Context: an optimization exercise on an open-source flow, tuned for small area, a short achievable clock period and few clock cycles per item. The choices shown serve that exercise and are no tape-out recipe. Power is estimated from default activity; no workload was simulated.

==> v24 <==
==> flow/design.v (excerpt) <==
module MatrixMultiplication (
    input clk,
    input reset,
    input start,
    input [71:0] A_flat,   
    input [71:0] B_flat,   
    output [71:0] C_flat,  
    output reg done
);
    reg s1, s2;                   
    wire busy = s1 | s2;
    wire go = ~busy & start;      
    wire [7:0] As0 = s1 ? A_flat[8 +: 8] : s2 ? A_flat[16 +: 8] : A_flat[0 +: 8];
    wire [7:0] As1 = s1 ? A_flat[32 +: 8] : s2 ? A_flat[40 +: 8] : A_flat[24 +: 8];
    wire [7:0] As2 = s1 ? A_flat[56 +: 8] : s2 ? A_flat[64 +: 8] : A_flat[48 +: 8];
    wire [7:0] Bs0 = s1 ? B_flat[24 +: 8] : s2 ? B_flat[48 +: 8] : B_flat[0 +: 8];
    wire [7:0] Bs1 = s1 ? B_flat[32 +: 8] : s2 ? B_flat[56 +: 8] : B_flat[8 +: 8];
    wire [7:0] Bs2 = s1 ? B_flat[40 +: 8] : s2 ? B_flat[64 +: 8] : B_flat[16 +: 8];
    reg [7:0] c0;
    wire [7:0] gs0 = {8{busy}} & c0;
    wire e0_s0 = gs0[5] ^ (As0[0] & Bs0[5]);
    wire e0_c0 = gs0[5] & (As0[0] & Bs0[5]);
    wire e0_s1 = gs0[6] ^ (As0[0] & Bs0[6]) ^ (As0[1] & Bs0[5]);
    wire e0_c1 = (gs0[6] & (As0[0] & Bs0[6])) | (gs0[6] & (As0[1] & Bs0[5])) | ((As0[0] & Bs0[6]) & (As0[1] & Bs0[5]));
    wire e0_s2 = (As0[2] & Bs0[4]) ^ (As0[3] & Bs0[3]);
    wire e0_c2 = (As0[2] & Bs0[4]) & (As0[3] & Bs0[3]);
    wire e0_s3 = gs0[7] ^ (As0[0] & Bs0[7]) ^ (As0[1] & Bs0[6]);
    wire e0_c3 = (gs0[7] & (As0[0] & Bs0[7])) | (gs0[7] & (As0[1] & Bs0[6])) | ((As0[0] & Bs0[7]) & (As0[1] & Bs0[6]));
    wire e0_s4 = (As0[2] & Bs0[5]) ^ (As0[3] & Bs0[4]) ^ (As0[4] & Bs0[3]);
    wire e0_c4 = ((As0[2] & Bs0[5]) & (As0[3] & Bs0[4])) | ((As0[2] & Bs0[5]) & (As0[4] & Bs0[3])) | ((As0[3] & Bs0[4]) & (As0[4] & Bs0[3]));
    wire e0_s5 = (As0[5] & Bs0[2]) ^ (As0[6] & Bs0[1]);
    wire e0_c5 = (As0[5] & Bs0[2]) & (As0[6] & Bs0[1]);
    wire e0_s6 = gs0[3] ^ (As0[0] & Bs0[3]);
    wire e0_c6 = gs0[3] & (As0[0] & Bs0[3]);
    wire e0_s7 = gs0[4] ^ (As0[0] & Bs0[4]) ^ (As0[1] & Bs0[3]);
    wire e0_c7 = (gs0[4] & (As0[0] & Bs0[4])) | (gs0[4] & (As0[1] & Bs0[3])) | ((As0[0] & Bs0[4]) & (As0[1] & Bs0[3]));
  ...
Settings: LEC_CHECK=0, CAP_MARGIN=20, CORE_MARGIN=2, CORE_UTILIZATION=40, SETUP_SLACK_MARGIN=3, SLEW_MARGIN=20; clock period 10.0 ns.
standard.sh (not shown) runs the stock make flow with config.mk's settings and CLKGATE_MAP_FILE= SYNTH_SCRIPT=/design/flow/synth_recipe.tcl, a recipe that flattens the netlist after the stock synthesis.
==> flow/flow/run.sh <==
#!/bin/bash
# Standard layout, except that the port buffers are the smallest buffer cell
# instead of the cell buffer_ports picks by default (clkdlybuf4s50_1).
set -euo pipefail
export BUFFER_PORTS_ARGS="-buffer_cell sky130_fd_sc_hd__buf_1"
bash standard.sh finish > standard_make.log 2>&1
==> v1: changes against v24 <==
==> flow/config.mk (replaced) <==
export PLATFORM = sky130hd
export DESIGN_NAME = MatrixMultiplication
export DESIGN_NICKNAME = MatrixMultiplication
export VERILOG_FILES = /design/flow/design.v
export SDC_FILE = /design/flow/constraint.sdc
export NUM_CORES = 4
export LEC_CHECK = 0
export CAP_MARGIN = 20
export CORE_MARGIN = 2
export CORE_UTILIZATION = 40
export SLEW_MARGIN = 20
==> v38: changes against v24 <==
--- a/flow/design.v
+++ b/flow/design.v
@@ -5,24 +5,24 @@
     input [71:0] A_flat,   
     input [71:0] B_flat,   
     output [71:0] C_flat,  
     output reg done
 );
     reg s1, s2;                   
     wire busy = s1 | s2;
     wire go = ~busy & start;      
-    wire [7:0] As0 = s1 ? A_flat[8 +: 8] : s2 ? A_flat[16 +: 8] : A_flat[0 +: 8];
-    wire [7:0] As1 = s1 ? A_flat[32 +: 8] : s2 ? A_flat[40 +: 8] : A_flat[24 +: 8];
-    wire [7:0] As2 = s1 ? A_flat[56 +: 8] : s2 ? A_flat[64 +: 8] : A_flat[48 +: 8];
+    wire [7:0] As0 = ({8{go}} & A_flat[0 +: 8]) | ({8{s1}} & A_flat[8 +: 8]) | ({8{s2}} & A_flat[16 +: 8]);
+    wire [7:0] As1 = ({8{go}} & A_flat[24 +: 8]) | ({8{s1}} & A_flat[32 +: 8]) | ({8{s2}} & A_flat[40 +: 8]);
+    wire [7:0] As2 = ({8{go}} & A_flat[48 +: 8]) | ({8{s1}} & A_flat[56 +: 8]) | ({8{s2}} & A_flat[64 +: 8]);
     wire [7:0] Bs0 = s1 ? B_flat[24 +: 8] : s2 ? B_flat[48 +: 8] : B_flat[0 +: 8];
     wire [7:0] Bs1 = s1 ? B_flat[32 +: 8] : s2 ? B_flat[56 +: 8] : B_flat[8 +: 8];
     wire [7:0] Bs2 = s1 ? B_flat[40 +: 8] : s2 ? B_flat[64 +: 8] : B_flat[16 +: 8];
     reg [7:0] c0;
-    wire [7:0] gs0 = {8{busy}} & c0;
+    wire [7:0] gs0 = {8{~go}} & c0;
     wire e0_s0 = gs0[5] ^ (As0[0] & Bs0[5]);
     wire e0_c0 = gs0[5] & (As0[0] & Bs0[5]);
     wire e0_s1 = gs0[6] ^ (As0[0] & Bs0[6]) ^ (As0[1] & Bs0[5]);
     wire e0_c1 = (gs0[6] & (As0[0] & Bs0[6])) | (gs0[6] & (As0[1] & Bs0[5])) | ((As0[0] & Bs0[6]) & (As0[1] & Bs0[5]));
     wire e0_s2 = (As0[2] & Bs0[4]) ^ (As0[3] & Bs0[3]);
     wire e0_c2 = (As0[2] & Bs0[4]) & (As0[3] & Bs0[3]);
     wire e0_s3 = gs0[7] ^ (As0[0] & Bs0[7]) ^ (As0[1] & Bs0[6]);
     wire e0_c3 = (gs0[7] & (As0[0] & Bs0[7])) | (gs0[7] & (As0[1] & Bs0[6])) | ((As0[0] & Bs0[7]) & (As0[1] & Bs0[6]));
@@ -71,20 +71,20 @@
     wire e0_s25 = e0_c17 ^ e0_s10 ^ e0_s18;
     wire e0_c25 = (e0_c17 & e0_s10) | (e0_c17 & e0_s18) | (e0_s10 & e0_s18);
     wire e0_s26 = e0_c18 ^ e0_s12 ^ e0_s19;
     wire e0_c26 = (e0_c18 & e0_s12) | (e0_c18 & e0_s19) | (e0_s12 & e0_s19);
     wire e0_s27 = e0_s14 ^ e0_c19 ^ e0_s20;
     wire e0_c27 = (e0_s14 & e0_c19) | (e0_s14 & e0_s20) | (e0_c19 & e0_s20);
     wire [7:0] n0 = {e0_s27, e0_s26, e0_s25, e0_s24, e0_s23, e0_s22, e0_s21, gs0[0]} + {e0_c26, e0_c25, e0_c24, e0_c23, e0_c22, e0_c21, (As0[1] & Bs0[0]), (As0[0] & Bs0[0])};
     always @(posedge clk)
-        if (go | busy) c0 <= n0;
+        if (1'b1) c0 <= n0;
     assign C_flat[0 +: 8] = c0;
     reg [7:0] c1;
-    wire [7:0] gs1 = {8{busy}} & c1;
+    wire [7:0] gs1 = {8{~go}} & c1;
     wire e1_s0 = gs1[5] ^ (As0[0] & Bs1[5]);
     wire e1_c0 = gs1[5] & (As0[0] & Bs1[5]);
     wire e1_s1 = gs1[6] ^ (As0[0] & Bs1[6]) ^ (As0[1] & Bs1[5]);
     wire e1_c1 = (gs1[6] & (As0[0] & Bs1[6])) | (gs1[6] & (As0[1] & Bs1[5])) | ((As0[0] & Bs1[6]) & (As0[1] & Bs1[5]));
     wire e1_s2 = (As0[2] & Bs1[4]) ^ (As0[3] & Bs1[3]);
     wire e1_c2 = (As0[2] & Bs1[4]) & (As0[3] & Bs1[3]);
     wire e1_s3 = gs1[7] ^ (As0[0] & Bs1[7]) ^ (As0[1] & Bs1[6]);
     wire e1_c3 = (gs1[7] & (As0[0] & Bs1[7])) | (gs1[7] & (As0[1] & Bs1[6])) | ((As0[0] & Bs1[7]) & (As0[1] & Bs1[6]));
@@ -133,20 +133,20 @@
     wire e1_s25 = e1_c17 ^ e1_s10 ^ e1_s18;
     wire e1_c25 = (e1_c17 & e1_s10) | (e1_c17 & e1_s18) | (e1_s10 & e1_s18);
     wire e1_s26 = e1_c18 ^ e1_s12 ^ e1_s19;
     wire e1_c26 = (e1_c18 & e1_s12) | (e1_c18 & e1_s19) | (e1_s12 & e1_s19);
     wire e1_s27 = e1_s14 ^ e1_c19 ^ e1_s20;
     wire e1_c27 = (e1_s14 & e1_c19) | (e1_s14 & e1_s20) | (e1_c19 & e1_s20);
     wire [7:0] n1 = {e1_s27, e1_s26, e1_s25, e1_s24, e1_s23, e1_s22, e1_s21, gs1[0]} + {e1_c26, e1_c25, e1_c24, e1_c23, e1_c22, e1_c21, (As0[1] & Bs1[0]), (As0[0] & Bs1[0])};
     always @(posedge clk)
-        if (go | busy) c1 <= n1;
+        if (1'b1) c1 <= n1;
     assign C_flat[8 +: 8] = c1;
     reg [7:0] c2;
-    wire [7:0] gs2 = {8{busy}} & c2;
+    wire [7:0] gs2 = {8{~go}} & c2;
     wire e2_s0 = gs2[5] ^ (As0[0] & Bs2[5]);
     wire e2_c0 = gs2[5] & (As0[0] & Bs2[5]);
     wire e2_s1 = gs2[6] ^ (As0[0] & Bs2[6]) ^ (As0[1] & Bs2[5]);
     wire e2_c1 = (gs2[6] & (As0[0] & Bs2[6])) | (gs2[6] & (As0[1] & Bs2[5])) | ((As0[0] & Bs2[6]) & (As0[1] & Bs2[5]));
     wire e2_s2 = (As0[2] & Bs2[4]) ^ (As0[3] & Bs2[3]);
     wire e2_c2 = (As0[2] & Bs2[4]) & (As0[3] & Bs2[3]);
     wire e2_s3 = gs2[7] ^ (As0[0] & Bs2[7]) ^ (As0[1] & Bs2[6]);
     wire e2_c3 = (gs2[7] & (As0[0] & Bs2[7])) | (gs2[7] & (As0[1] & Bs2[6])) | ((As0[0] & Bs2[7]) & (As0[1] & Bs2[6]));
@@ -195,20 +195,20 @@
     wire e2_s25 = e2_c17 ^ e2_s10 ^ e2_s18;
     wire e2_c25 = (e2_c17 & e2_s10) | (e2_c17 & e2_s18) | (e2_s10 & e2_s18);
     wire e2_s26 = e2_c18 ^ e2_s12 ^ e2_s19;
     wire e2_c26 = (e2_c18 & e2_s12) | (e2_c18 & e2_s19) | (e2_s12 & e2_s19);
     wire e2_s27 = e2_s14 ^ e2_c19 ^ e2_s20;
     wire e2_c27 = (e2_s14 & e2_c19) | (e2_s14 & e2_s20) | (e2_c19 & e2_s20);
     wire [7:0] n2 = {e2_s27, e2_s26, e2_s25, e2_s24, e2_s23, e2_s22, e2_s21, gs2[0]} + {e2_c26, e2_c25, e2_c24, e2_c23, e2_c22, e2_c21, (As0[1] & Bs2[0]), (As0[0] & Bs2[0])};
     always @(posedge clk)
-        if (go | busy) c2 <= n2;
+        if (1'b1) c2 <= n2;
     assign C_flat[16 +: 8] = c2;
     reg [7:0] c3;
-    wire [7:0] gs3 = {8{busy}} & c3;
+    wire [7:0] gs3 = {8{~go}} & c3;
     wire e3_s0 = gs3[5] ^ (As1[0] & Bs0[5]);
     wire e3_c0 = gs3[5] & (As1[0] & Bs0[5]);
     wire e3_s1 = gs3[6] ^ (As1[0] & Bs0[6]) ^ (As1[1] & Bs0[5]);
     wire e3_c1 = (gs3[6] & (As1[0] & Bs0[6])) | (gs3[6] & (As1[1] & Bs0[5])) | ((As1[0] & Bs0[6]) & (As1[1] & Bs0[5]));
     wire e3_s2 = (As1[2] & Bs0[4]) ^ (As1[3] & Bs0[3]);
     wire e3_c2 = (As1[2] & Bs0[4]) & (As1[3] & Bs0[3]);
     wire e3_s3 = gs3[7] ^ (As1[0] & Bs0[7]) ^ (As1[1] & Bs0[6]);
     wire e3_c3 = (gs3[7] & (As1[0] & Bs0[7])) | (gs3[7] & (As1[1] & Bs0[6])) | ((As1[0] & Bs0[7]) & (As1[1] & Bs0[6]));
@@ -257,20 +257,20 @@
     wire e3_s25 = e3_c17 ^ e3_s10 ^ e3_s18;
     wire e3_c25 = (e3_c17 & e3_s10) | (e3_c17 & e3_s18) | (e3_s10 & e3_s18);
     wire e3_s26 = e3_c18 ^ e3_s12 ^ e3_s19;
     wire e3_c26 = (e3_c18 & e3_s12) | (e3_c18 & e3_s19) | (e3_s12 & e3_s19);
     wire e3_s27 = e3_s14 ^ e3_c19 ^ e3_s20;
     wire e3_c27 = (e3_s14 & e3_c19) | (e3_s14 & e3_s20) | (e3_c19 & e3_s20);
     wire [7:0] n3 = {e3_s27, e3_s26, e3_s25, e3_s24, e3_s23, e3_s22, e3_s21, gs3[0]} + {e3_c26, e3_c25, e3_c24, e3_c23, e3_c22, e3_c21, (As1[1] & Bs0[0]), (As1[0] & Bs0[0])};
     always @(posedge clk)
-        if (go | busy) c3 <= n3;
+        if (1'b1) c3 <= n3;
     assign C_flat[24 +: 8] = c3;
     reg [7:0] c4;
-    wire [7:0] gs4 = {8{busy}} & c4;
+    wire [7:0] gs4 = {8{~go}} & c4;
     wire e4_s0 = gs4[5] ^ (As1[0] & Bs1[5]);
     wire e4_c0 = gs4[5] & (As1[0] & Bs1[5]);
     wire e4_s1 = gs4[6] ^ (As1[0] & Bs1[6]) ^ (As1[1] & Bs1[5]);
     wire e4_c1 = (gs4[6] & (As1[0] & Bs1[6])) | (gs4[6] & (As1[1] & Bs1[5])) | ((As1[0] & Bs1[6]) & (As1[1] & Bs1[5]));
     wire e4_s2 = (As1[2] & Bs1[4]) ^ (As1[3] & Bs1[3]);
     wire e4_c2 = (As1[2] & Bs1[4]) & (As1[3] & Bs1[3]);
     wire e4_s3 = gs4[7] ^ (As1[0] & Bs1[7]) ^ (As1[1] & Bs1[6]);
     wire e4_c3 = (gs4[7] & (As1[0] & Bs1[7])) | (gs4[7] & (As1[1] & Bs1[6])) | ((As1[0] & Bs1[7]) & (As1[1] & Bs1[6]));
@@ -319,20 +319,20 @@
     wire e4_s25 = e4_c17 ^ e4_s10 ^ e4_s18;
     wire e4_c25 = (e4_c17 & e4_s10) | (e4_c17 & e4_s18) | (e4_s10 & e4_s18);
     wire e4_s26 = e4_c18 ^ e4_s12 ^ e4_s19;
     wire e4_c26 = (e4_c18 & e4_s12) | (e4_c18 & e4_s19) | (e4_s12 & e4_s19);
     wire e4_s27 = e4_s14 ^ e4_c19 ^ e4_s20;
     wire e4_c27 = (e4_s14 & e4_c19) | (e4_s14 & e4_s20) | (e4_c19 & e4_s20);
     wire [7:0] n4 = {e4_s27, e4_s26, e4_s25, e4_s24, e4_s23, e4_s22, e4_s21, gs4[0]} + {e4_c26, e4_c25, e4_c24, e4_c23, e4_c22, e4_c21, (As1[1] & Bs1[0]), (As1[0] & Bs1[0])};
     always @(posedge clk)
-        if (go | busy) c4 <= n4;
+        if (1'b1) c4 <= n4;
     assign C_flat[32 +: 8] = c4;
     reg [7:0] c5;
-    wire [7:0] gs5 = {8{busy}} & c5;
+    wire [7:0] gs5 = {8{~go}} & c5;
     wire e5_s0 = gs5[5] ^ (As1[0] & Bs2[5]);
     wire e5_c0 = gs5[5] & (As1[0] & Bs2[5]);
     wire e5_s1 = gs5[6] ^ (As1[0] & Bs2[6]) ^ (As1[1] & Bs2[5]);
     wire e5_c1 = (gs5[6] & (As1[0] & Bs2[6])) | (gs5[6] & (As1[1] & Bs2[5])) | ((As1[0] & Bs2[6]) & (As1[1] & Bs2[5]));
     wire e5_s2 = (As1[2] & Bs2[4]) ^ (As1[3] & Bs2[3]);
     wire e5_c2 = (As1[2] & Bs2[4]) & (As1[3] & Bs2[3]);
     wire e5_s3 = gs5[7] ^ (As1[0] & Bs2[7]) ^ (As1[1] & Bs2[6]);
     wire e5_c3 = (gs5[7] & (As1[0] & Bs2[7])) | (gs5[7] & (As1[1] & Bs2[6])) | ((As1[0] & Bs2[7]) & (As1[1] & Bs2[6]));
@@ -381,20 +381,20 @@
     wire e5_s25 = e5_c17 ^ e5_s10 ^ e5_s18;
     wire e5_c25 = (e5_c17 & e5_s10) | (e5_c17 & e5_s18) | (e5_s10 & e5_s18);
     wire e5_s26 = e5_c18 ^ e5_s12 ^ e5_s19;
     wire e5_c26 = (e5_c18 & e5_s12) | (e5_c18 & e5_s19) | (e5_s12 & e5_s19);
     wire e5_s27 = e5_s14 ^ e5_c19 ^ e5_s20;
     wire e5_c27 = (e5_s14 & e5_c19) | (e5_s14 & e5_s20) | (e5_c19 & e5_s20);
     wire [7:0] n5 = {e5_s27, e5_s26, e5_s25, e5_s24, e5_s23, e5_s22, e5_s21, gs5[0]} + {e5_c26, e5_c25, e5_c24, e5_c23, e5_c22, e5_c21, (As1[1] & Bs2[0]), (As1[0] & Bs2[0])};
     always @(posedge clk)
-        if (go | busy) c5 <= n5;
+        if (1'b1) c5 <= n5;
     assign C_flat[40 +: 8] = c5;
     reg [7:0] c6;
-    wire [7:0] gs6 = {8{busy}} & c6;
+    wire [7:0] gs6 = {8{~go}} & c6;
     wire e6_s0 = gs6[5] ^ (As2[0] & Bs0[5]);
     wire e6_c0 = gs6[5] & (As2[0] & Bs0[5]);
     wire e6_s1 = gs6[6] ^ (As2[0] & Bs0[6]) ^ (As2[1] & Bs0[5]);
     wire e6_c1 = (gs6[6] & (As2[0] & Bs0[6])) | (gs6[6] & (As2[1] & Bs0[5])) | ((As2[0] & Bs0[6]) & (As2[1] & Bs0[5]));
     wire e6_s2 = (As2[2] & Bs0[4]) ^ (As2[3] & Bs0[3]);
     wire e6_c2 = (As2[2] & Bs0[4]) & (As2[3] & Bs0[3]);
     wire e6_s3 = gs6[7] ^ (As2[0] & Bs0[7]) ^ (As2[1] & Bs0[6]);
     wire e6_c3 = (gs6[7] & (As2[0] & Bs0[7])) | (gs6[7] & (As2[1] & Bs0[6])) | ((As2[0] & Bs0[7]) & (As2[1] & Bs0[6]));
@@ -443,20 +443,20 @@
     wire e6_s25 = e6_c17 ^ e6_s10 ^ e6_s18;
     wire e6_c25 = (e6_c17 & e6_s10) | (e6_c17 & e6_s18) | (e6_s10 & e6_s18);
     wire e6_s26 = e6_c18 ^ e6_s12 ^ e6_s19;
     wire e6_c26 = (e6_c18 & e6_s12) | (e6_c18 & e6_s19) | (e6_s12 & e6_s19);
     wire e6_s27 = e6_s14 ^ e6_c19 ^ e6_s20;
     wire e6_c27 = (e6_s14 & e6_c19) | (e6_s14 & e6_s20) | (e6_c19 & e6_s20);
     wire [7:0] n6 = {e6_s27, e6_s26, e6_s25, e6_s24, e6_s23, e6_s22, e6_s21, gs6[0]} + {e6_c26, e6_c25, e6_c24, e6_c23, e6_c22, e6_c21, (As2[1] & Bs0[0]), (As2[0] & Bs0[0])};
     always @(posedge clk)
-        if (go | busy) c6 <= n6;
+        if (1'b1) c6 <= n6;
     assign C_flat[48 +: 8] = c6;
     reg [7:0] c7;
-    wire [7:0] gs7 = {8{busy}} & c7;
+    wire [7:0] gs7 = {8{~go}} & c7;
     wire e7_s0 = gs7[5] ^ (As2[0] & Bs1[5]);
     wire e7_c0 = gs7[5] & (As2[0] & Bs1[5]);
     wire e7_s1 = gs7[6] ^ (As2[0] & Bs1[6]) ^ (As2[1] & Bs1[5]);
     wire e7_c1 = (gs7[6] & (As2[0] & Bs1[6])) | (gs7[6] & (As2[1] & Bs1[5])) | ((As2[0] & Bs1[6]) & (As2[1] & Bs1[5]));
     wire e7_s2 = (As2[2] & Bs1[4]) ^ (As2[3] & Bs1[3]);
     wire e7_c2 = (As2[2] & Bs1[4]) & (As2[3] & Bs1[3]);
     wire e7_s3 = gs7[7] ^ (As2[0] & Bs1[7]) ^ (As2[1] & Bs1[6]);
     wire e7_c3 = (gs7[7] & (As2[0] & Bs1[7])) | (gs7[7] & (As2[1] & Bs1[6])) | ((As2[0] & Bs1[7]) & (As2[1] & Bs1[6]));
@@ -505,20 +505,20 @@
     wire e7_s25 = e7_c17 ^ e7_s10 ^ e7_s18;
     wire e7_c25 = (e7_c17 & e7_s10) | (e7_c17 & e7_s18) | (e7_s10 & e7_s18);
     wire e7_s26 = e7_c18 ^ e7_s12 ^ e7_s19;
     wire e7_c26 = (e7_c18 & e7_s12) | (e7_c18 & e7_s19) | (e7_s12 & e7_s19);
     wire e7_s27 = e7_s14 ^ e7_c19 ^ e7_s20;
     wire e7_c27 = (e7_s14 & e7_c19) | (e7_s14 & e7_s20) | (e7_c19 & e7_s20);
     wire [7:0] n7 = {e7_s27, e7_s26, e7_s25, e7_s24, e7_s23, e7_s22, e7_s21, gs7[0]} + {e7_c26, e7_c25, e7_c24, e7_c23, e7_c22, e7_c21, (As2[1] & Bs1[0]), (As2[0] & Bs1[0])};
     always @(posedge clk)
-        if (go | busy) c7 <= n7;
+        if (1'b1) c7 <= n7;
     assign C_flat[56 +: 8] = c7;
     reg [7:0] c8;
-    wire [7:0] gs8 = {8{busy}} & c8;
+    wire [7:0] gs8 = {8{~go}} & c8;
     wire e8_s0 = gs8[5] ^ (As2[0] & Bs2[5]);
     wire e8_c0 = gs8[5] & (As2[0] & Bs2[5]);
     wire e8_s1 = gs8[6] ^ (As2[0] & Bs2[6]) ^ (As2[1] & Bs2[5]);
     wire e8_c1 = (gs8[6] & (As2[0] & Bs2[6])) | (gs8[6] & (As2[1] & Bs2[5])) | ((As2[0] & Bs2[6]) & (As2[1] & Bs2[5]));
     wire e8_s2 = (As2[2] & Bs2[4]) ^ (As2[3] & Bs2[3]);
     wire e8_c2 = (As2[2] & Bs2[4]) & (As2[3] & Bs2[3]);
     wire e8_s3 = gs8[7] ^ (As2[0] & Bs2[7]) ^ (As2[1] & Bs2[6]);
     wire e8_c3 = (gs8[7] & (As2[0] & Bs2[7])) | (gs8[7] & (As2[1] & Bs2[6])) | ((As2[0] & Bs2[7]) & (As2[1] & Bs2[6]));
@@ -567,17 +567,17 @@
     wire e8_s25 = e8_c17 ^ e8_s10 ^ e8_s18;
     wire e8_c25 = (e8_c17 & e8_s10) | (e8_c17 & e8_s18) | (e8_s10 & e8_s18);
     wire e8_s26 = e8_c18 ^ e8_s12 ^ e8_s19;
     wire e8_c26 = (e8_c18 & e8_s12) | (e8_c18 & e8_s19) | (e8_s12 & e8_s19);
     wire e8_s27 = e8_s14 ^ e8_c19 ^ e8_s20;
     wire e8_c27 = (e8_s14 & e8_c19) | (e8_s14 & e8_s20) | (e8_c19 & e8_s20);
     wire [7:0] n8 = {e8_s27, e8_s26, e8_s25, e8_s24, e8_s23, e8_s22, e8_s21, gs8[0]} + {e8_c26, e8_c25, e8_c24, e8_c23, e8_c22, e8_c21, (As2[1] & Bs2[0]), (As2[0] & Bs2[0])};
     always @(posedge clk)
-        if (go | busy) c8 <= n8;
+        if (1'b1) c8 <= n8;
     assign C_flat[64 +: 8] = c8;
     always @(posedge clk or posedge reset) begin
         if (reset) begin
             s1 <= 1'b0;
             s2 <= 1'b0;
             done <= 1'b0;
         end else begin
             s1 <= go;
==> flow/config.mk (replaced) <==
export PLATFORM = sky130hd
export DESIGN_NAME = MatrixMultiplication
export DESIGN_NICKNAME = MatrixMultiplication
export VERILOG_FILES = /design/flow/design.v
export SDC_FILE = /design/flow/constraint.sdc
export NUM_CORES = 4
export LEC_CHECK = 0
export CAP_MARGIN = 20
export CORE_MARGIN = 2
export CORE_UTILIZATION = 40
export SLEW_MARGIN = 20
==> run summary <==
- Maximum frequency is the same in v1 and v24.
- Against v38, the final cell count of v24 is higher by 2.3%.
- Core utilization: v1 is lower than v38 (0.49 points).
- In area after synthesis, v1 and v24 do not differ.
- Synthesized cell count: v38 is higher than v24 (0.21%).
- Of v1 and v38, v38 has the higher worst hold slack (gap 0.0013 ns).
- In v38 the non-clock buffer count is lower than in v1, by 4.
- In via count, v24 and v1 do not differ.
- Against v1, the global-route usage of v38 is higher by 1.6 points.
==> figures <==
|  | v24 | v1 | v38 |
|---|---|---|---|
| Crit. Startpoint | A_flat[40] | A_flat[40] | start |
| Comb_multi_in | 1077 | 1077 | 1085 |
| Horizontal extent of the die | 185.8 um | 185.8 um | 178.2 um |
| Worst-Margin Slew | 1.093 ns | 1.093 ns | 1.157 ns |
| Hold Worst Slack | 0.5054 ns | 0.5054 ns | 0.5067 ns |
| Fraction of the mapped netlist area in adder cells | 32.87% | 32.87% | 35.80% |
| Wire length the detailed router placed on met1 | 15890 um | 15890 um | 16010 um |
| Area taken by multi-input logic gates | 9752 um2 | 9752 um2 | 9450 um2 |
| Met3 usage in global routing | 2.328% | 2.328% | 3.325% |
| Slowest stage cell on the critical path | mux2i_4 | mux2i_4 | o21ai_1 |
| Overall power | 4.525 mW | 4.525 mW | 4.258 mW |
| Combinational share of power | 75.5% | 75.5% | 77.9% |
| GR Util All Layers | 22.38% | 22.38% | 24.01% |
| Initial cell density of the core | 40.64% | 40.64% | 40.75% |
| Cell internal power dissipation | 2.475 mW | 2.475 mW | 2.280 mW |
| Multiplexer share of the synthesized area | 6.302% | 6.302% | 2.133% |
| Cell area after layout | 14650 um2 | 14650 um2 | 13570 um2 |
| Result of the run | finished clean | finished clean | finished clean |
| Worst setup slack after placement | 3.573 ns | 3.573 ns | 2.957 ns |
| Multi-input gate share of total cell area | 66.55% | 66.55% | 69.66% |
Function was not checked in any run of this note: the RTL went through the layout flow alone.

==> re-timing with driven ports <==
The flow's constraints put no driver on any port. The routed layouts listed below were extracted and timed again, unchanged, in two steps.
Step 1 sets driving cells, clkbuf_16 on the clock port and buf_2 on the other inputs (assumed; they add their load-dependent delay and slew).
Step 2 moves the port delays by t, midway between the first and last clock arrival at a register: inputs arrive t later, outputs are due t later. That takes back most of the time a late clock gives input paths.
Slacks: ideal / step 1 / step 2; pairs: ideal / step 1.
run	t (ns)	setup WS [ns]	worst hold slack (ns)	worst setup path at the end
v24	0.405	3.945 / 3.967 / 3.562	0.505 / 0.505 / 0.505	input to register
v1	0.405	3.945 / 3.967 / 3.562	0.505 / 0.505 / 0.505	input to register
v38	0.406	3.290 / 3.302 / 2.896	0.507 / 0.507 / 0.507	input to register
After both steps every run listed still meets setup and hold. For v38, which loses most, drivers alone change the setup slack by +0.012 ns; drivers and shift together by -0.394 ns.
